This design comes from an exercise in tuning for small area, a short achievable clock period and few clock cycles per item on the open sky130 flow, not from production work.
Function was checked by simulation only, so behaviour that the tests miss may differ from the original.

$ cat flow/config.mk
export PLATFORM = sky130hd
export DESIGN_NAME = des_enc
export DESIGN_NICKNAME = des_enc
export VERILOG_FILES = /design/flow/design.v
export SDC_FILE = /design/flow/constraint.sdc
export NUM_CORES = 8
export LEC_CHECK = 0
export CAP_MARGIN = 20
export CORE_MARGIN = 2
export CORE_UTILIZATION = 40
export SLEW_MARGIN = 20
$ cat flow/constraint.sdc
create_clock -name core_clock -period 50.0 [get_ports {clk}]
set_input_delay 10.0000 -clock core_clock [delete_from_list [all_inputs] [get_ports {clk}]]
set_output_delay 10.0000 -clock core_clock [all_outputs]
set_load 0.01 [all_outputs]
$ cat flow/design.v
module des_ip (
    input  [63:0] x,
    output [63:0] y
);
assign y = {x[6], x[14], x[22], x[30], x[38], x[46], x[54], x[62], x[4], x[12], x[20], x[28], x[36], x[44], x[52], x[60], x[2], x[10], x[18], x[26], x[34], x[42], x[50], x[58], x[0], x[8], x[16], x[24], x[32], x[40], x[48], x[56], x[7], x[15], x[23], x[31], x[39], x[47], x[55], x[63], x[5], x[13], x[21], x[29], x[37], x[45], x[53], x[61], x[3], x[11], x[19], x[27], x[35], x[43], x[51], x[59], x[1], x[9], x[17], x[25], x[33], x[41], x[49], x[57]};
endmodule
module des_fp (
    input  [63:0] x,
    output [63:0] y
);
assign y = {x[24], x[56], x[16], x[48], x[8], x[40], x[0], x[32], x[25], x[57], x[17], x[49], x[9], x[41], x[1], x[33], x[26], x[58], x[18], x[50], x[10], x[42], x[2], x[34], x[27], x[59], x[19], x[51], x[11], x[43], x[3], x[35], x[28], x[60], x[20], x[52], x[12], x[44], x[4], x[36], x[29], x[61], x[21], x[53], x[13], x[45], x[5], x[37], x[30], x[62], x[22], x[54], x[14], x[46], x[6], x[38], x[31], x[63], x[23], x[55], x[15], x[47], x[7], x[39]};
endmodule
module des_pc1 (
    input  [63:0] key,
    output [55:0] cd
);
assign cd = {key[7], key[15], key[23], key[31], key[39], key[47], key[55], key[63], key[6], key[14], key[22], key[30], key[38], key[46], key[54], key[62], key[5], key[13], key[21], key[29], key[37], key[45], key[53], key[61], key[4], key[12], key[20], key[28], key[1], key[9], key[17], key[25], key[33], key[41], key[49], key[57], key[2], key[10], key[18], key[26], key[34], key[42], key[50], key[58], key[3], key[11], key[19], key[27], key[35], key[43], key[51], key[59], key[36], key[44], key[52], key[60]};
endmodule
module des_subkey1 (
    input  [55:0] cd,
    output [47:0] k
);
assign k = {cd[41], cd[38], cd[44], cd[31], cd[54], cd[50], cd[52], cd[55], cd[40], cd[49], cd[34], cd[45], cd[32], cd[36], cd[43], cd[51], cd[29], cd[47], cd[39], cd[48], cd[28], cd[35], cd[42], cd[53], cd[14], cd[3], cd[24], cd[18], cd[8], cd[0], cd[25], cd[15], cd[4], cd[10], cd[22], cd[7], cd[11], cd[6], cd[16], cd[27], cd[21], cd[2], cd[9], cd[13], cd[5], cd[19], cd[26], cd[23]};
endmodule
module des_subkey2 (
    input  [55:0] cd,
    output [47:0] k
);
assign k = {cd[40], cd[37], cd[43], cd[30], cd[53], cd[49], cd[51], cd[54], cd[39], cd[48], cd[33], cd[44], cd[31], cd[35], cd[42], cd[50], cd[28], cd[46], cd[38], cd[47], cd[55], cd[34], cd[41], cd[52], cd[13], cd[2], cd[23], cd[17], cd[7], cd[27], cd[24], cd[14], cd[3], cd[9], cd[21], cd[6], cd[10], cd[5], cd[15], cd[26], cd[20], cd[1], cd[8], cd[12], cd[4], cd[18], cd[25], cd[22]};
endmodule
module des_subkey3 (
    input  [55:0] cd,
    output [47:0] k
);
assign k = {cd[38], cd[35], cd[41], cd[28], cd[51], cd[47], cd[49], cd[52], cd[37], cd[46], cd[31], cd[42], cd[29], cd[33], cd[40], cd[48], cd[54], cd[44], cd[36], cd[45], cd[53], cd[32], cd[39], cd[50], cd[11], cd[0], cd[21], cd[15], cd[5], cd[25], cd[22], cd[12], cd[1], cd[7], cd[19], cd[4], cd[8], cd[3], cd[13], cd[24], cd[18], cd[27], cd[6], cd[10], cd[2], cd[16], cd[23], cd[20]};
endmodule
module des_subkey4 (
    input  [55:0] cd,
    output [47:0] k
);
assign k = {cd[36], cd[33], cd[39], cd[54], cd[49], cd[45], cd[47], cd[50], cd[35], cd[44], cd[29], cd[40], cd[55], cd[31], cd[38], cd[46], cd[52], cd[42], cd[34], cd[43], cd[51], cd[30], cd[37], cd[48], cd[9], cd[26], cd[19], cd[13], cd[3], cd[23], cd[20], cd[10], cd[27], cd[5], cd[17], cd[2], cd[6], cd[1], cd[11], cd[22], cd[16], cd[25], cd[4], cd[8], cd[0], cd[14], cd[21], cd[18]};
endmodule
module des_subkey5 (
    input  [55:0] cd,
    output [47:0] k
);
assign k = {cd[34], cd[31], cd[37], cd[52], cd[47], cd[43], cd[45], cd[48], cd[33], cd[42], cd[55], cd[38], cd[53], cd[29], cd[36], cd[44], cd[50], cd[40], cd[32], cd[41], cd[49], cd[28], cd[35], cd[46], cd[7], cd[24], cd[17], cd[11], cd[1], cd[21], cd[18], cd[8], cd[25], cd[3], cd[15], cd[0], cd[4], cd[27], cd[9], cd[20], cd[14], cd[23], cd[2], cd[6], cd[26], cd[12], cd[19], cd[16]};
endmodule
module des_subkey6 (
    input  [55:0] cd,
    output [47:0] k
);
assign k = {cd[32], cd[29], cd[35], cd[50], cd[45], cd[41], cd[43], cd[46], cd[31], cd[40], cd[53], cd[36], cd[51], cd[55], cd[34], cd[42], cd[48], cd[38], cd[30], cd[39], cd[47], cd[54], cd[33], cd[44], cd[5], cd[22], cd[15], cd[9], cd[27], cd[19], cd[16], cd[6], cd[23], cd[1], cd[13], cd[26], cd[2], cd[25], cd[7], cd[18], cd[12], cd[21], cd[0], cd[4], cd[24], cd[10], cd[17], cd[14]};
endmodule
module des_subkey7 (
    input  [55:0] cd,
    output [47:0] k
);
assign k = {cd[30], cd[55], cd[33], cd[48], cd[43], cd[39], cd[41], cd[44], cd[29], cd[38], cd[51], cd[34], cd[49], cd[53], cd[32], cd[40], cd[46], cd[36], cd[28], cd[37], cd[45], cd[52], cd[31], cd[42], cd[3], cd[20], cd[13], cd[7], cd[25], cd[17], cd[14], cd[4], cd[21], cd[27], cd[11], cd[24], cd[0], cd[23], cd[5], cd[16], cd[10], cd[19], cd[26], cd[2], cd[22], cd[8], cd[15], cd[12]};
endmodule
module des_subkey8 (
    input  [55:0] cd,
    output [47:0] k
);
assign k = {cd[28], cd[53], cd[31], cd[46], cd[41], cd[37], cd[39], cd[42], cd[55], cd[36], cd[49], cd[32], cd[47], cd[51], cd[30], cd[38], cd[44], cd[34], cd[54], cd[35], cd[43], cd[50], cd[29], cd[40], cd[1], cd[18], cd[11], cd[5], cd[23], cd[15], cd[12], cd[2], cd[19], cd[25], cd[9], cd[22], cd[26], cd[21], cd[3], cd[14], cd[8], cd[17], cd[24], cd[0], cd[20], cd[6], cd[13], cd[10]};
endmodule
module des_subkey9 (
    input  [55:0] cd,
    output [47:0] k
);
assign k = {cd[55], cd[52], cd[30], cd[45], cd[40], cd[36], cd[38], cd[41], cd[54], cd[35], cd[48], cd[31], cd[46], cd[50], cd[29], cd[37], cd[43], cd[33], cd[53], cd[34], cd[42], cd[49], cd[28], cd[39], cd[0], cd[17], cd[10], cd[4], cd[22], cd[14], cd[11], cd[1], cd[18], cd[24], cd[8], cd[21], cd[25], cd[20], cd[2], cd[13], cd[7], cd[16], cd[23], cd[27], cd[19], cd[5], cd[12], cd[9]};
endmodule
module des_subkey10 (
    input  [55:0] cd,
    output [47:0] k
);
assign k = {cd[53], cd[50], cd[28], cd[43], cd[38], cd[34], cd[36], cd[39], cd[52], cd[33], cd[46], cd[29], cd[44], cd[48], cd[55], cd[35], cd[41], cd[31], cd[51], cd[32], cd[40], cd[47], cd[54], cd[37], cd[26], cd[15], cd[8], cd[2], cd[20], cd[12], cd[9], cd[27], cd[16], cd[22], cd[6], cd[19], cd[23], cd[18], cd[0], cd[11], cd[5], cd[14], cd[21], cd[25], cd[17], cd[3], cd[10], cd[7]};
endmodule
module des_subkey11 (
    input  [55:0] cd,
    output [47:0] k
);
assign k = {cd[51], cd[48], cd[54], cd[41], cd[36], cd[32], cd[34], cd[37], cd[50], cd[31], cd[44], cd[55], cd[42], cd[46], cd[53], cd[33], cd[39], cd[29], cd[49], cd[30], cd[38], cd[45], cd[52], cd[35], cd[24], cd[13], cd[6], cd[0], cd[18], cd[10], cd[7], cd[25], cd[14], cd[20], cd[4], cd[17], cd[21], cd[16], cd[26], cd[9], cd[3], cd[12], cd[19], cd[23], cd[15], cd[1], cd[8], cd[5]};
endmodule
module des_subkey12 (
    input  [55:0] cd,
    output [47:0] k
);
assign k = {cd[49], cd[46], cd[52], cd[39], cd[34], cd[30], cd[32], cd[35], cd[48], cd[29], cd[42], cd[53], cd[40], cd[44], cd[51], cd[31], cd[37], cd[55], cd[47], cd[28], cd[36], cd[43], cd[50], cd[33], cd[22], cd[11], cd[4], cd[26], cd[16], cd[8], cd[5], cd[23], cd[12], cd[18], cd[2], cd[15], cd[19], cd[14], cd[24], cd[7], cd[1], cd[10], cd[17], cd[21], cd[13], cd[27], cd[6], cd[3]};
endmodule
module des_subkey13 (
    input  [55:0] cd,
    output [47:0] k
);
assign k = {cd[47], cd[44], cd[50], cd[37], cd[32], cd[28], cd[30], cd[33], cd[46], cd[55], cd[40], cd[51], cd[38], cd[42], cd[49], cd[29], cd[35], cd[53], cd[45], cd[54], cd[34], cd[41], cd[48], cd[31], cd[20], cd[9], cd[2], cd[24], cd[14], cd[6], cd[3], cd[21], cd[10], cd[16], cd[0], cd[13], cd[17], cd[12], cd[22], cd[5], cd[27], cd[8], cd[15], cd[19], cd[11], cd[25], cd[4], cd[1]};
endmodule
module des_subkey14 (
    input  [55:0] cd,
    output [47:0] k
);
assign k = {cd[45], cd[42], cd[48], cd[35], cd[30], cd[54], cd[28], cd[31], cd[44], cd[53], cd[38], cd[49], cd[36], cd[40], cd[47], cd[55], cd[33], cd[51], cd[43], cd[52], cd[32], cd[39], cd[46], cd[29], cd[18], cd[7], cd[0], cd[22], cd[12], cd[4], cd[1], cd[19], cd[8], cd[14], cd[26], cd[11], cd[15], cd[10], cd[20], cd[3], cd[25], cd[6], cd[13], cd[17], cd[9], cd[23], cd[2], cd[27]};
endmodule
module des_subkey15 (
    input  [55:0] cd,
    output [47:0] k
);
assign k = {cd[43], cd[40], cd[46], cd[33], cd[28], cd[52], cd[54], cd[29], cd[42], cd[51], cd[36], cd[47], cd[34], cd[38], cd[45], cd[53], cd[31], cd[49], cd[41], cd[50], cd[30], cd[37], cd[44], cd[55], cd[16], cd[5], cd[26], cd[20], cd[10], cd[2], cd[27], cd[17], cd[6], cd[12], cd[24], cd[9], cd[13], cd[8], cd[18], cd[1], cd[23], cd[4], cd[11], cd[15], cd[7], cd[21], cd[0], cd[25]};
endmodule
module des_subkey16 (
    input  [55:0] cd,
    output [47:0] k
);
assign k = {cd[42], cd[39], cd[45], cd[32], cd[55], cd[51], cd[53], cd[28], cd[41], cd[50], cd[35], cd[46], cd[33], cd[37], cd[44], cd[52], cd[30], cd[48], cd[40], cd[49], cd[29], cd[36], cd[43], cd[54], cd[15], cd[4], cd[25], cd[19], cd[9], cd[1], cd[26], cd[16], cd[5], cd[11], cd[23], cd[8], cd[12], cd[7], cd[17], cd[0], cd[22], cd[3], cd[10], cd[14], cd[6], cd[20], cd[27], cd[24]};
endmodule
module des_sbk1 (
    input  [5:0] r,
    input  [5:0] k,
    input  [3:0] l,
    output [3:0] o
);
wire [5:0] b = r ^ k;
reg  [3:0] v;
always @* begin
    case (b)
        6'd0: v = 4'd14;
        6'd1: v = 4'd0;
        6'd2: v = 4'd4;
        6'd3: v = 4'd15;
        6'd4: v = 4'd13;
        6'd5: v = 4'd7;
        6'd6: v = 4'd1;
        6'd7: v = 4'd4;
        6'd8: v = 4'd2;
        6'd9: v = 4'd14;
        6'd10: v = 4'd15;
        6'd11: v = 4'd2;
        6'd12: v = 4'd11;
        6'd13: v = 4'd13;
        6'd14: v = 4'd8;
        6'd15: v = 4'd1;
        6'd16: v = 4'd3;
        6'd17: v = 4'd10;
        6'd18: v = 4'd10;
        6'd19: v = 4'd6;
        6'd20: v = 4'd6;
        6'd21: v = 4'd12;
        6'd22: v = 4'd12;
        6'd23: v = 4'd11;
        6'd24: v = 4'd5;
        6'd25: v = 4'd9;
        6'd26: v = 4'd9;
        6'd27: v = 4'd5;
        6'd28: v = 4'd0;
        6'd29: v = 4'd3;
        6'd30: v = 4'd7;
        6'd31: v = 4'd8;
        6'd32: v = 4'd4;
        6'd33: v = 4'd15;
        6'd34: v = 4'd1;
        6'd35: v = 4'd12;
        6'd36: v = 4'd14;
        6'd37: v = 4'd8;
        6'd38: v = 4'd8;
        6'd39: v = 4'd2;
        6'd40: v = 4'd13;
        6'd41: v = 4'd4;
        6'd42: v = 4'd6;
        6'd43: v = 4'd9;
        6'd44: v = 4'd2;
        6'd45: v = 4'd1;
        6'd46: v = 4'd11;
        6'd47: v = 4'd7;
        6'd48: v = 4'd15;
        6'd49: v = 4'd5;
        6'd50: v = 4'd12;
        6'd51: v = 4'd11;
        6'd52: v = 4'd9;
        6'd53: v = 4'd3;
        6'd54: v = 4'd7;
        6'd55: v = 4'd14;
        6'd56: v = 4'd3;
        6'd57: v = 4'd10;
        6'd58: v = 4'd10;
        6'd59: v = 4'd0;
        6'd60: v = 4'd5;
        6'd61: v = 4'd6;
        6'd62: v = 4'd0;
        6'd63: v = 4'd13;
        default: v = 4'd0;
    endcase
end
assign o = l ^ v;
endmodule
module des_sbk2 (
    input  [5:0] r,
    input  [5:0] k,
    input  [3:0] l,
    output [3:0] o
);
wire [5:0] b = r ^ k;
reg  [3:0] v;
always @* begin
    case (b)
        6'd0: v = 4'd15;
        6'd1: v = 4'd3;
        6'd2: v = 4'd1;
        6'd3: v = 4'd13;
        6'd4: v = 4'd8;
        6'd5: v = 4'd4;
        6'd6: v = 4'd14;
        6'd7: v = 4'd7;
        6'd8: v = 4'd6;
        6'd9: v = 4'd15;
        6'd10: v = 4'd11;
        6'd11: v = 4'd2;
        6'd12: v = 4'd3;
        6'd13: v = 4'd8;
        6'd14: v = 4'd4;
        6'd15: v = 4'd14;
        6'd16: v = 4'd9;
        6'd17: v = 4'd12;
        6'd18: v = 4'd7;
        6'd19: v = 4'd0;
        6'd20: v = 4'd2;
        6'd21: v = 4'd1;
        6'd22: v = 4'd13;
        6'd23: v = 4'd10;
        6'd24: v = 4'd12;
        6'd25: v = 4'd6;
        6'd26: v = 4'd0;
        6'd27: v = 4'd9;
        6'd28: v = 4'd5;
        6'd29: v = 4'd11;
        6'd30: v = 4'd10;
        6'd31: v = 4'd5;
        6'd32: v = 4'd0;
        6'd33: v = 4'd13;
        6'd34: v = 4'd14;
        6'd35: v = 4'd8;
        6'd36: v = 4'd7;
        6'd37: v = 4'd10;
        6'd38: v = 4'd11;
        6'd39: v = 4'd1;
        6'd40: v = 4'd10;
        6'd41: v = 4'd3;
        6'd42: v = 4'd4;
        6'd43: v = 4'd15;
        6'd44: v = 4'd13;
        6'd45: v = 4'd4;
        6'd46: v = 4'd1;
        6'd47: v = 4'd2;
        6'd48: v = 4'd5;
        6'd49: v = 4'd11;
        6'd50: v = 4'd8;
        6'd51: v = 4'd6;
        6'd52: v = 4'd12;
        6'd53: v = 4'd7;
        6'd54: v = 4'd6;
        6'd55: v = 4'd12;
        6'd56: v = 4'd9;
        6'd57: v = 4'd0;
        6'd58: v = 4'd3;
        6'd59: v = 4'd5;
        6'd60: v = 4'd2;
        6'd61: v = 4'd14;
        6'd62: v = 4'd15;
        6'd63: v = 4'd9;
        default: v = 4'd0;
    endcase
end
assign o = l ^ v;
endmodule
module des_sbk3 (
    input  [5:0] r,
    input  [5:0] k,
    input  [3:0] l,
    output [3:0] o
);
wire [5:0] b = r ^ k;
reg  [3:0] v;
always @* begin
    case (b)
        6'd0: v = 4'd10;
        6'd1: v = 4'd13;
        6'd2: v = 4'd0;
        6'd3: v = 4'd7;
        6'd4: v = 4'd9;
        6'd5: v = 4'd0;
        6'd6: v = 4'd14;
        6'd7: v = 4'd9;
        6'd8: v = 4'd6;
        6'd9: v = 4'd3;
        6'd10: v = 4'd3;
        6'd11: v = 4'd4;
        6'd12: v = 4'd15;
        6'd13: v = 4'd6;
        6'd14: v = 4'd5;
        6'd15: v = 4'd10;
        6'd16: v = 4'd1;
        6'd17: v = 4'd2;
        6'd18: v = 4'd13;
        6'd19: v = 4'd8;
        6'd20: v = 4'd12;
        6'd21: v = 4'd5;
        6'd22: v = 4'd7;
        6'd23: v = 4'd14;
        6'd24: v = 4'd11;
        6'd25: v = 4'd12;
        6'd26: v = 4'd4;
        6'd27: v = 4'd11;
        6'd28: v = 4'd2;
        6'd29: v = 4'd15;
        6'd30: v = 4'd8;
        6'd31: v = 4'd1;
        6'd32: v = 4'd13;
        6'd33: v = 4'd1;
        6'd34: v = 4'd6;
        6'd35: v = 4'd10;
        6'd36: v = 4'd4;
        6'd37: v = 4'd13;
        6'd38: v = 4'd9;
        6'd39: v = 4'd0;
        6'd40: v = 4'd8;
        6'd41: v = 4'd6;
        6'd42: v = 4'd15;
        6'd43: v = 4'd9;
        6'd44: v = 4'd3;
        6'd45: v = 4'd8;
        6'd46: v = 4'd0;
        6'd47: v = 4'd7;
        6'd48: v = 4'd11;
        6'd49: v = 4'd4;
        6'd50: v = 4'd1;
        6'd51: v = 4'd15;
        6'd52: v = 4'd2;
        6'd53: v = 4'd14;
        6'd54: v = 4'd12;
        6'd55: v = 4'd3;
        6'd56: v = 4'd5;
        6'd57: v = 4'd11;
        6'd58: v = 4'd10;
        6'd59: v = 4'd5;
        6'd60: v = 4'd14;
        6'd61: v = 4'd2;
        6'd62: v = 4'd7;
        6'd63: v = 4'd12;
        default: v = 4'd0;
    endcase
end
assign o = l ^ v;
endmodule
module des_sbk4 (
    input  [5:0] r,
    input  [5:0] k,
    input  [3:0] l,
    output [3:0] o
);
wire [5:0] b = r ^ k;
reg  [3:0] v;
always @* begin
    case (b)
        6'd0: v = 4'd7;
        6'd1: v = 4'd13;
        6'd2: v = 4'd13;
        6'd3: v = 4'd8;
        6'd4: v = 4'd14;
        6'd5: v = 4'd11;
        6'd6: v = 4'd3;
        6'd7: v = 4'd5;
        6'd8: v = 4'd0;
        6'd9: v = 4'd6;
        6'd10: v = 4'd6;
        6'd11: v = 4'd15;
        6'd12: v = 4'd9;
        6'd13: v = 4'd0;
        6'd14: v = 4'd10;
        6'd15: v = 4'd3;
        6'd16: v = 4'd1;
        6'd17: v = 4'd4;
        6'd18: v = 4'd2;
        6'd19: v = 4'd7;
        6'd20: v = 4'd8;
        6'd21: v = 4'd2;
        6'd22: v = 4'd5;
        6'd23: v = 4'd12;
        6'd24: v = 4'd11;
        6'd25: v = 4'd1;
        6'd26: v = 4'd12;
        6'd27: v = 4'd10;
        6'd28: v = 4'd4;
        6'd29: v = 4'd14;
        6'd30: v = 4'd15;
        6'd31: v = 4'd9;
        6'd32: v = 4'd10;
        6'd33: v = 4'd3;
        6'd34: v = 4'd6;
        6'd35: v = 4'd15;
        6'd36: v = 4'd9;
        6'd37: v = 4'd0;
        6'd38: v = 4'd0;
        6'd39: v = 4'd6;
        6'd40: v = 4'd12;
        6'd41: v = 4'd10;
        6'd42: v = 4'd11;
        6'd43: v = 4'd1;
        6'd44: v = 4'd7;
        6'd45: v = 4'd13;
        6'd46: v = 4'd13;
        6'd47: v = 4'd8;
        6'd48: v = 4'd15;
        6'd49: v = 4'd9;
        6'd50: v = 4'd1;
        6'd51: v = 4'd4;
        6'd52: v = 4'd3;
        6'd53: v = 4'd5;
        6'd54: v = 4'd14;
        6'd55: v = 4'd11;
        6'd56: v = 4'd5;
        6'd57: v = 4'd12;
        6'd58: v = 4'd2;
        6'd59: v = 4'd7;
        6'd60: v = 4'd8;
        6'd61: v = 4'd2;
        6'd62: v = 4'd4;
        6'd63: v = 4'd14;
        default: v = 4'd0;
    endcase
end
assign o = l ^ v;
endmodule
module des_sbk5 (
    input  [5:0] r,
    input  [5:0] k,
    input  [3:0] l,
    output [3:0] o
);
wire [5:0] b = r ^ k;
reg  [3:0] v;
always @* begin
    case (b)
        6'd0: v = 4'd2;
        6'd1: v = 4'd14;
        6'd2: v = 4'd12;
        6'd3: v = 4'd11;
        6'd4: v = 4'd4;
        6'd5: v = 4'd2;
        6'd6: v = 4'd1;
        6'd7: v = 4'd12;
        6'd8: v = 4'd7;
        6'd9: v = 4'd4;
        6'd10: v = 4'd10;
        6'd11: v = 4'd7;
        6'd12: v = 4'd11;
        6'd13: v = 4'd13;
        6'd14: v = 4'd6;
        6'd15: v = 4'd1;
        6'd16: v = 4'd8;
        6'd17: v = 4'd5;
        6'd18: v = 4'd5;
        6'd19: v = 4'd0;
        6'd20: v = 4'd3;
        6'd21: v = 4'd15;
        6'd22: v = 4'd15;
        6'd23: v = 4'd10;
        6'd24: v = 4'd13;
        6'd25: v = 4'd3;
        6'd26: v = 4'd0;
        6'd27: v = 4'd9;
        6'd28: v = 4'd14;
        6'd29: v = 4'd8;
        6'd30: v = 4'd9;
        6'd31: v = 4'd6;
        6'd32: v = 4'd4;
        6'd33: v = 4'd11;
        6'd34: v = 4'd2;
        6'd35: v = 4'd8;
        6'd36: v = 4'd1;
        6'd37: v = 4'd12;
        6'd38: v = 4'd11;
        6'd39: v = 4'd7;
        6'd40: v = 4'd10;
        6'd41: v = 4'd1;
        6'd42: v = 4'd13;
        6'd43: v = 4'd14;
        6'd44: v = 4'd7;
        6'd45: v = 4'd2;
        6'd46: v = 4'd8;
        6'd47: v = 4'd13;
        6'd48: v = 4'd15;
        6'd49: v = 4'd6;
        6'd50: v = 4'd9;
        6'd51: v = 4'd15;
        6'd52: v = 4'd12;
        6'd53: v = 4'd0;
        6'd54: v = 4'd5;
        6'd55: v = 4'd9;
        6'd56: v = 4'd6;
        6'd57: v = 4'd10;
        6'd58: v = 4'd3;
        6'd59: v = 4'd4;
        6'd60: v = 4'd0;
        6'd61: v = 4'd5;
        6'd62: v = 4'd14;
        6'd63: v = 4'd3;
        default: v = 4'd0;
    endcase
end
assign o = l ^ v;
endmodule
module des_sbk6 (
    input  [5:0] r,
    input  [5:0] k,
    input  [3:0] l,
    output [3:0] o
);
wire [5:0] b = r ^ k;
reg  [3:0] v;
always @* begin
    case (b)
        6'd0: v = 4'd12;
        6'd1: v = 4'd10;
        6'd2: v = 4'd1;
        6'd3: v = 4'd15;
        6'd4: v = 4'd10;
        6'd5: v = 4'd4;
        6'd6: v = 4'd15;
        6'd7: v = 4'd2;
        6'd8: v = 4'd9;
        6'd9: v = 4'd7;
        6'd10: v = 4'd2;
        6'd11: v = 4'd12;
        6'd12: v = 4'd6;
        6'd13: v = 4'd9;
        6'd14: v = 4'd8;
        6'd15: v = 4'd5;
        6'd16: v = 4'd0;
        6'd17: v = 4'd6;
        6'd18: v = 4'd13;
        6'd19: v = 4'd1;
        6'd20: v = 4'd3;
        6'd21: v = 4'd13;
        6'd22: v = 4'd4;
        6'd23: v = 4'd14;
        6'd24: v = 4'd14;
        6'd25: v = 4'd0;
        6'd26: v = 4'd7;
        6'd27: v = 4'd11;
        6'd28: v = 4'd5;
        6'd29: v = 4'd3;
        6'd30: v = 4'd11;
        6'd31: v = 4'd8;
        6'd32: v = 4'd9;
        6'd33: v = 4'd4;
        6'd34: v = 4'd14;
        6'd35: v = 4'd3;
        6'd36: v = 4'd15;
        6'd37: v = 4'd2;
        6'd38: v = 4'd5;
        6'd39: v = 4'd12;
        6'd40: v = 4'd2;
        6'd41: v = 4'd9;
        6'd42: v = 4'd8;
        6'd43: v = 4'd5;
        6'd44: v = 4'd12;
        6'd45: v = 4'd15;
        6'd46: v = 4'd3;
        6'd47: v = 4'd10;
        6'd48: v = 4'd7;
        6'd49: v = 4'd11;
        6'd50: v = 4'd0;
        6'd51: v = 4'd14;
        6'd52: v = 4'd4;
        6'd53: v = 4'd1;
        6'd54: v = 4'd10;
        6'd55: v = 4'd7;
        6'd56: v = 4'd1;
        6'd57: v = 4'd6;
        6'd58: v = 4'd13;
        6'd59: v = 4'd0;
        6'd60: v = 4'd11;
        6'd61: v = 4'd8;
        6'd62: v = 4'd6;
        6'd63: v = 4'd13;
        default: v = 4'd0;
    endcase
end
assign o = l ^ v;
endmodule
module des_sbk7 (
    input  [5:0] r,
    input  [5:0] k,
    input  [3:0] l,
    output [3:0] o
);
wire [5:0] b = r ^ k;
reg  [3:0] v;
always @* begin
    case (b)
        6'd0: v = 4'd4;
        6'd1: v = 4'd13;
        6'd2: v = 4'd11;
        6'd3: v = 4'd0;
        6'd4: v = 4'd2;
        6'd5: v = 4'd11;
        6'd6: v = 4'd14;
        6'd7: v = 4'd7;
        6'd8: v = 4'd15;
        6'd9: v = 4'd4;
        6'd10: v = 4'd0;
        6'd11: v = 4'd9;
        6'd12: v = 4'd8;
        6'd13: v = 4'd1;
        6'd14: v = 4'd13;
        6'd15: v = 4'd10;
        6'd16: v = 4'd3;
        6'd17: v = 4'd14;
        6'd18: v = 4'd12;
        6'd19: v = 4'd3;
        6'd20: v = 4'd9;
        6'd21: v = 4'd5;
        6'd22: v = 4'd7;
        6'd23: v = 4'd12;
        6'd24: v = 4'd5;
        6'd25: v = 4'd2;
        6'd26: v = 4'd10;
        6'd27: v = 4'd15;
        6'd28: v = 4'd6;
        6'd29: v = 4'd8;
        6'd30: v = 4'd1;
        6'd31: v = 4'd6;
        6'd32: v = 4'd1;
        6'd33: v = 4'd6;
        6'd34: v = 4'd4;
        6'd35: v = 4'd11;
        6'd36: v = 4'd11;
        6'd37: v = 4'd13;
        6'd38: v = 4'd13;
        6'd39: v = 4'd8;
        6'd40: v = 4'd12;
        6'd41: v = 4'd1;
        6'd42: v = 4'd3;
        6'd43: v = 4'd4;
        6'd44: v = 4'd7;
        6'd45: v = 4'd10;
        6'd46: v = 4'd14;
        6'd47: v = 4'd7;
        6'd48: v = 4'd10;
        6'd49: v = 4'd9;
        6'd50: v = 4'd15;
        6'd51: v = 4'd5;
        6'd52: v = 4'd6;
        6'd53: v = 4'd0;
        6'd54: v = 4'd8;
        6'd55: v = 4'd15;
        6'd56: v = 4'd0;
        6'd57: v = 4'd14;
        6'd58: v = 4'd5;
        6'd59: v = 4'd2;
        6'd60: v = 4'd9;
        6'd61: v = 4'd3;
        6'd62: v = 4'd2;
        6'd63: v = 4'd12;
        default: v = 4'd0;
    endcase
end
assign o = l ^ v;
endmodule
module des_sbk8 (
    input  [5:0] r,
    input  [5:0] k,
    input  [3:0] l,
    output [3:0] o
);
wire [5:0] b = r ^ k;
reg  [3:0] v;
always @* begin
    case (b)
        6'd0: v = 4'd13;
        6'd1: v = 4'd1;
        6'd2: v = 4'd2;
        6'd3: v = 4'd15;
        6'd4: v = 4'd8;
        6'd5: v = 4'd13;
        6'd6: v = 4'd4;
        6'd7: v = 4'd8;
        6'd8: v = 4'd6;
        6'd9: v = 4'd10;
        6'd10: v = 4'd15;
        6'd11: v = 4'd3;
        6'd12: v = 4'd11;
        6'd13: v = 4'd7;
        6'd14: v = 4'd1;
        6'd15: v = 4'd4;
        6'd16: v = 4'd10;
        6'd17: v = 4'd12;
        6'd18: v = 4'd9;
        6'd19: v = 4'd5;
        6'd20: v = 4'd3;
        6'd21: v = 4'd6;
        6'd22: v = 4'd14;
        6'd23: v = 4'd11;
        6'd24: v = 4'd5;
        6'd25: v = 4'd0;
        6'd26: v = 4'd0;
        6'd27: v = 4'd14;
        6'd28: v = 4'd12;
        6'd29: v = 4'd9;
        6'd30: v = 4'd7;
        6'd31: v = 4'd2;
        6'd32: v = 4'd7;
        6'd33: v = 4'd2;
        6'd34: v = 4'd11;
        6'd35: v = 4'd1;
        6'd36: v = 4'd4;
        6'd37: v = 4'd14;
        6'd38: v = 4'd1;
        6'd39: v = 4'd7;
        6'd40: v = 4'd9;
        6'd41: v = 4'd4;
        6'd42: v = 4'd12;
        6'd43: v = 4'd10;
        6'd44: v = 4'd14;
        6'd45: v = 4'd8;
        6'd46: v = 4'd2;
        6'd47: v = 4'd13;
        6'd48: v = 4'd0;
        6'd49: v = 4'd15;
        6'd50: v = 4'd6;
        6'd51: v = 4'd12;
        6'd52: v = 4'd10;
        6'd53: v = 4'd9;
        6'd54: v = 4'd13;
        6'd55: v = 4'd0;
        6'd56: v = 4'd15;
        6'd57: v = 4'd3;
        6'd58: v = 4'd3;
        6'd59: v = 4'd5;
        6'd60: v = 4'd5;
        6'd61: v = 4'd6;
        6'd62: v = 4'd8;
        6'd63: v = 4'd11;
        default: v = 4'd0;
    endcase
end
assign o = l ^ v;
endmodule
module des_round (
    input  [31:0] l,
    input  [31:0] r,
    input  [47:0] k,
    output [31:0] r_new
);
des_sbk1 u_s1 (.r({r[0], r[31], r[30], r[29], r[28], r[27]}), .k({k[47], k[46], k[45], k[44], k[43], k[42]}), .l({l[23], l[15], l[9], l[1]}), .o({r_new[23], r_new[15], r_new[9], r_new[1]}));
des_sbk2 u_s2 (.r({r[28], r[27], r[26], r[25], r[24], r[23]}), .k({k[41], k[40], k[39], k[38], k[37], k[36]}), .l({l[19], l[4], l[30], l[14]}), .o({r_new[19], r_new[4], r_new[30], r_new[14]}));
des_sbk3 u_s3 (.r({r[24], r[23], r[22], r[21], r[20], r[19]}), .k({k[35], k[34], k[33], k[32], k[31], k[30]}), .l({l[8], l[16], l[2], l[26]}), .o({r_new[8], r_new[16], r_new[2], r_new[26]}));
des_sbk4 u_s4 (.r({r[20], r[19], r[18], r[17], r[16], r[15]}), .k({k[29], k[28], k[27], k[26], k[25], k[24]}), .l({l[6], l[12], l[22], l[31]}), .o({r_new[6], r_new[12], r_new[22], r_new[31]}));
des_sbk5 u_s5 (.r({r[16], r[15], r[14], r[13], r[12], r[11]}), .k({k[23], k[22], k[21], k[20], k[19], k[18]}), .l({l[24], l[18], l[7], l[29]}), .o({r_new[24], r_new[18], r_new[7], r_new[29]}));
des_sbk6 u_s6 (.r({r[12], r[11], r[10], r[9], r[8], r[7]}), .k({k[17], k[16], k[15], k[14], k[13], k[12]}), .l({l[28], l[3], l[21], l[13]}), .o({r_new[28], r_new[3], r_new[21], r_new[13]}));
des_sbk7 u_s7 (.r({r[8], r[7], r[6], r[5], r[4], r[3]}), .k({k[11], k[10], k[9], k[8], k[7], k[6]}), .l({l[0], l[20], l[10], l[25]}), .o({r_new[0], r_new[20], r_new[10], r_new[25]}));
des_sbk8 u_s8 (.r({r[4], r[3], r[2], r[1], r[0], r[31]}), .k({k[5], k[4], k[3], k[2], k[1], k[0]}), .l({l[27], l[5], l[17], l[11]}), .o({r_new[27], r_new[5], r_new[17], r_new[11]}));
endmodule
module des_rounds_1_4 (
    input  [63:0] lr_in,
    input  [55:0] cd,
    output [63:0] lr_out
);
wire [31:0] h [0:5];
assign h[0] = lr_in[63:32];
assign h[1] = lr_in[31:0];
wire [47:0] k1;
des_subkey1 u_k1 (.cd(cd), .k(k1));
des_round u_r1 (.l(h[0]), .r(h[1]), .k(k1), .r_new(h[2]));
wire [47:0] k2;
des_subkey2 u_k2 (.cd(cd), .k(k2));
des_round u_r2 (.l(h[1]), .r(h[2]), .k(k2), .r_new(h[3]));
wire [47:0] k3;
des_subkey3 u_k3 (.cd(cd), .k(k3));
des_round u_r3 (.l(h[2]), .r(h[3]), .k(k3), .r_new(h[4]));
wire [47:0] k4;
des_subkey4 u_k4 (.cd(cd), .k(k4));
des_round u_r4 (.l(h[3]), .r(h[4]), .k(k4), .r_new(h[5]));
assign lr_out = {h[4], h[5]};
endmodule
module des_rounds_5_8 (
    input  [63:0] lr_in,
    input  [55:0] cd,
    output [63:0] lr_out
);
wire [31:0] h [4:9];
assign h[4] = lr_in[63:32];
assign h[5] = lr_in[31:0];
wire [47:0] k5;
des_subkey5 u_k5 (.cd(cd), .k(k5));
des_round u_r5 (.l(h[4]), .r(h[5]), .k(k5), .r_new(h[6]));
wire [47:0] k6;
des_subkey6 u_k6 (.cd(cd), .k(k6));
des_round u_r6 (.l(h[5]), .r(h[6]), .k(k6), .r_new(h[7]));
wire [47:0] k7;
des_subkey7 u_k7 (.cd(cd), .k(k7));
des_round u_r7 (.l(h[6]), .r(h[7]), .k(k7), .r_new(h[8]));
wire [47:0] k8;
des_subkey8 u_k8 (.cd(cd), .k(k8));
des_round u_r8 (.l(h[7]), .r(h[8]), .k(k8), .r_new(h[9]));
assign lr_out = {h[8], h[9]};
endmodule
module des_rounds_9_12 (
    input  [63:0] lr_in,
    input  [55:0] cd,
    output [63:0] lr_out
);
wire [31:0] h [8:13];
assign h[8] = lr_in[63:32];
assign h[9] = lr_in[31:0];
wire [47:0] k9;
des_subkey9 u_k9 (.cd(cd), .k(k9));
des_round u_r9 (.l(h[8]), .r(h[9]), .k(k9), .r_new(h[10]));
wire [47:0] k10;
des_subkey10 u_k10 (.cd(cd), .k(k10));
des_round u_r10 (.l(h[9]), .r(h[10]), .k(k10), .r_new(h[11]));
wire [47:0] k11;
des_subkey11 u_k11 (.cd(cd), .k(k11));
des_round u_r11 (.l(h[10]), .r(h[11]), .k(k11), .r_new(h[12]));
wire [47:0] k12;
des_subkey12 u_k12 (.cd(cd), .k(k12));
des_round u_r12 (.l(h[11]), .r(h[12]), .k(k12), .r_new(h[13]));
assign lr_out = {h[12], h[13]};
endmodule
module des_rounds_13_16 (
    input  [63:0] lr_in,
    input  [55:0] cd,
    output [63:0] lr_out
);
wire [31:0] h [12:17];
assign h[12] = lr_in[63:32];
assign h[13] = lr_in[31:0];
wire [47:0] k13;
des_subkey13 u_k13 (.cd(cd), .k(k13));
des_round u_r13 (.l(h[12]), .r(h[13]), .k(k13), .r_new(h[14]));
wire [47:0] k14;
des_subkey14 u_k14 (.cd(cd), .k(k14));
des_round u_r14 (.l(h[13]), .r(h[14]), .k(k14), .r_new(h[15]));
wire [47:0] k15;
des_subkey15 u_k15 (.cd(cd), .k(k15));
des_round u_r15 (.l(h[14]), .r(h[15]), .k(k15), .r_new(h[16]));
wire [47:0] k16;
des_subkey16 u_k16 (.cd(cd), .k(k16));
des_round u_r16 (.l(h[15]), .r(h[16]), .k(k16), .r_new(h[17]));
assign lr_out = {h[16], h[17]};
endmodule
module des_enc (
    input         clk,
    input         rst,
    input         in_valid,
    output        in_ready,
    input  [63:0] in_block,
    input  [63:0] in_key,
    output        out_valid,
    output [63:0] out_block
);
wire [63:0] ip_w;
wire [55:0] cd_w;
des_ip u_ip (.x(in_block), .y(ip_w));
des_pc1 u_pc1 (.key(in_key), .cd(cd_w));
reg [4:0] v_q;
reg [63:0] lr0_q;
reg [55:0] cd0_q;
reg [63:0] lr1_q;
reg [55:0] cd1_q;
reg [63:0] lr2_q;
reg [55:0] cd2_q;
reg [63:0] lr3_q;
reg [55:0] cd3_q;
reg [63:0] out_q;
wire [63:0] st0_w;
des_rounds_1_4 u_st0 (.lr_in(lr0_q), .cd(cd0_q), .lr_out(st0_w));
wire [63:0] st1_w;
des_rounds_5_8 u_st1 (.lr_in(lr1_q), .cd(cd1_q), .lr_out(st1_w));
wire [63:0] st2_w;
des_rounds_9_12 u_st2 (.lr_in(lr2_q), .cd(cd2_q), .lr_out(st2_w));
wire [63:0] st3_w;
des_rounds_13_16 u_st3 (.lr_in(lr3_q), .cd(cd3_q), .lr_out(st3_w));
wire [63:0] fp_w;
des_fp u_fp (.x({st3_w[31:0], st3_w[63:32]}), .y(fp_w));
always @(posedge clk) begin
    if (rst) v_q <= 0;
    else v_q <= {v_q[3:0], in_valid};
    lr0_q <= ip_w;
    cd0_q <= cd_w;
    lr1_q <= st0_w;
    cd1_q <= cd0_q;
    lr2_q <= st1_w;
    cd2_q <= cd1_q;
    lr3_q <= st2_w;
    cd3_q <= cd2_q;
    out_q <= fp_w;
end
assign in_ready = 1'b1;
assign out_valid = v_q[4];
assign out_block = out_q;
endmodule
$ cat flow/run.sh
#!/bin/bash
# synth_recipe.tcl (not shown) runs the flow's synth.tcl, then flattens the netlist and writes it again
# the make line also repeats each setting of config.mk as NAME=value (left out here)
make -C /OpenROAD-flow-scripts/flow DESIGN_CONFIG=/design/flow/config.mk WORK_HOME=/design/flow/orfs CLKGATE_MAP_FILE= SYNTH_SCRIPT=/design/flow/synth_recipe.tcl finish
==> results.txt <==
drt first pass iters=14; Global Route Usage Sum=0.306; initial antenna violation count=20; CP startpoint=lr2_q[23]; top cells by area, synth=ha_1 9.5%, dfxtp_1 9.2%, xnor2_1 8.0%; Fmax=0.0847 GHz; EDFF count, synth=0; GPL Wtd Cong=1.01; WS Path Type=flop to flop; post-synth top area cell=ha_1; Hold WC Path Type=flop to flop; unique cell type count in the Yosys netlist=165; Clock Path Buffers=3; Slew @ Worst Pin=1.30 ns; detailed placement HPWL=380,000 µm; I/O pin total=197; CP endpoint kind=flop; main flop type after synthesis=dfxtp_1; final setup margin=38.19 ns; Seq/Total Area, Yosys=0.0918; Ys Warns=13; Port Buffers=187; residual DRC count=0; CTS root buf=clkbuf_16; routed len/inst=25.7 µm; DIE AREA=0.304 mm²; Synthesized Nets=16,500; slowest CP cell=xnor2_1; Max-Cap Viols=0; Crit Path Max Fanout=14; ys async rst share=0; Hold Startpoint=v_q[3]; nets=16,000; Post-CTS Repair Setup Buffers=0; first-pass GRT wire length=716,000 µm; CTS tree=yes; crit path to=lr3_q[17]; total routed wirelength=489,000 µm; post-route setup TNS=0 ns; CP Depth=26; CP bufs+invs=4; register bit total from synthesis=549; Vias/cell=6.45; number of global-route vias before repair=107,000; synthesized cell area=0.120 mm²; CTS resizes=0; Core ar.=0.297 mm²; fin crit period=11.81 ns; clk sinks=549; grt met2 use=0.451; final core utilization=0.428; met1 Use GR=0.401; post-synth top area share=0.0949; Starting Density=0.403; GRT met3 Usage=0.0543; clk slew on worst S/H paths=0.06 ns; final non-filler cell total=19,000; crit start category=flop; fraction of layout cells with a size suffix above 1=0.0988; worst reg-to-reg setup slack=38.19 ns; latest clock arrival within the worst-skew pair=0.74 ns; Tcrit/Tclk final=0.236; gr ovfl total=0; hold_buf cts=0; Setup violations, final=0; Setup Slack @ Placement=38.59 ns; number of DRC markers in iteration 0=15,500; placed cells=18,900; endpoints failing hold=0; R2R cell count=26; most used routing layer=met2; vias=122,000; CP arrival=12.37 ns; largest net degree at the start of global routing=38; syn avg cell area=7.77 µm²; Rel. slew slack=0.110; Syn Inst Count=15,400; data required time of the worst path=50.56 ns; Die Ht=551 µm; clock skew=0.0295 ns; Worst path top cell family by delay=compound AO/OA/AOI/OAI gates; largest stage delay on the critical path=0.90 ns; RSZ-0062 raised after global routing=no; die width=551 µm; Syn-to-layout area delta=6.25%; status=no timing/DRC/antenna violations; Antenna Nets Post-Route=0; fin. max-slew vios=0; H-tree depth=3; CTS Buf Count=75; Reg2Reg Launch Point=lr2_q[23]; reg2reg end=lr3_q[17]; FP Rows=200
-- layer usage --
layer	wire [µm]	up-vias
li1	-	56800
met1	200000	58400
met2	203000	6125
met3	43800	1164
met4	42100	6
met5	44	-
-- flip-flops by register name (all words and copies together) (netlist names) --
register	flops
cd2_q	56
v_q	5
cd0_q	56
lr3_q	64
out_q	64
cd3_q	56
lr2_q	64
lr0_q	64
cd1_q	56
lr1_q	64
-- Yosys cell counts (all sizes together), types with 90 or more instances --
library cell     n
a221oi         123
mux2           142
nand3          549
o311ai         116
nor3           600
and3           126
ha             908
nand4          113
mux4           110
xnor3          116
clkbuf         410
xnor2         1205
or3            123
nand2b         124
a211oi         404
and2           158
a2111oi        111
inv            664
buf            656
nor2          1073
o2111ai        129
mux2i          738
nor4           150
a21oi          790
o21ai          808
or2             96
dfxtp          549
xor2           607
o21a            90
o22ai          124
o31ai          140
a211o          123
o211ai         364
nand2         1179
a21o           110
a31oi          213
a311oi         123
-- layout by cell type, fill, tap and decap left out, types with 370 or more instances in the layout --
cell / Yosys / final
nand2_1: 1170 / 1170
nor2_1: 1059 / 1059
xnor2_1: 1088 / 1050
ha_1: 908 / 908
a21oi_1: 776 / 776
mux2i_1: 736 / 735
o21ai_0: 712 / 712
inv_1: 594 / 594
nor3_1: 582 / 582
dfxtp_1: 549 / 549
nand3_1: 547 / 547
xor2_1: 492 / 485
buf_4: 107 / 372
a211oi_1: 371 / 370
-- worst min path at each step --
stage          slack [ns]  cells past startpoint   endpoint
2_1_floorplan        0.33                      0  cd1_q[10]
3_3_place_gp         0.42                      1     v_q[1]
3_5_place_dp         0.43                      1     v_q[2]
4_1_cts              0.44                      1     v_q[4]
5_1_grt              0.45                      1     v_q[2]
6_report             0.44                      1     v_q[4]
-- per-stage QoR --
stage          hold slack, ns  cell area, µm²
2_1_floorplan           0.326          120000
3_3_place_gp            0.418          124000
3_5_place_dp            0.428          124000
4_1_cts                 0.442          127000
5_1_grt                 0.454          127000
6_report                0.437          127000
-- layout make-up --
| class | count | area, µm² |
|---|---|---|
| antenna | 7 | 17.5 |
| tap | 3939 | 4930 |
| clock buffer | 96 | 2110 |
| multi-input combinational | 13100 | 101000 |
| timing repair buffer | 562 | 4690 |
| fill | 30200 | 170000 |
| sequential | 549 | 11000 |
| inverter | 677 | 2550 |
| clock inverter | 42 | 528 |
-- worst register-to-register path: cells and delay by family, from the launching register on --
family / cells / cell delay (ns)
simple gates: 1 / 0.26
compound gates: 10 / 4.26
xor+xnor: 7 / 3.50
buf+inv: 4 / 0.82
fa+ha+maj: 3 / 1.29
flops: 1 / 0.85
mux: 1 / 0.67
-- cell families (layout without fill, tap and decap cells) --
family                   Yosys count  in the layout  share of synthesized area
buffers and inverters           1743           1377                     0.0651
multiplexers                     990            990                     0.0960
flip-flops                       549            549                     0.0918
adder cells (fa/ha/maj)          909            909                     0.0949
AO/OA/AOI/OAI                   4741           4741                      0.291
other                              1              8                  0.0000313
XOR/XNOR                        1959           1959                      0.177
AND/OR/NAND/NOR                 4525           4525                      0.184
Testbench counts, summed over its fixed seeds: cycles 2,088, items 2,048.

## what the ideal ports hide
The flow's constraints put no driver on any port. The routed layout listed below was extracted and timed again, unchanged, in two steps. Step 1: set_driving_cell puts a clkbuf_16 on clk and a buf_2 on each other input, an assumption about the parent block. Step 2, shift: input delay + t, output delay - t, t = (earliest + latest rising clock arrival at the registers) / 2. This alone moves slack from input paths to output paths. a / b / c = ideal / step 1 / step 2; a / b = the first two.
t, ns: 0.822
setup WS [ns]: 38.187 / 38.187 / 38.187
hold slack, ns: 0.437 / 0.437 / 0.437
worst setup path at the end: register to register
slew at the worst register clock pin (ns): 0.08 / 0.08
After both steps this run still meets setup and hold. For this run, drivers alone change the setup slack by 0.000 ns; drivers and shift together by 0.000 ns.
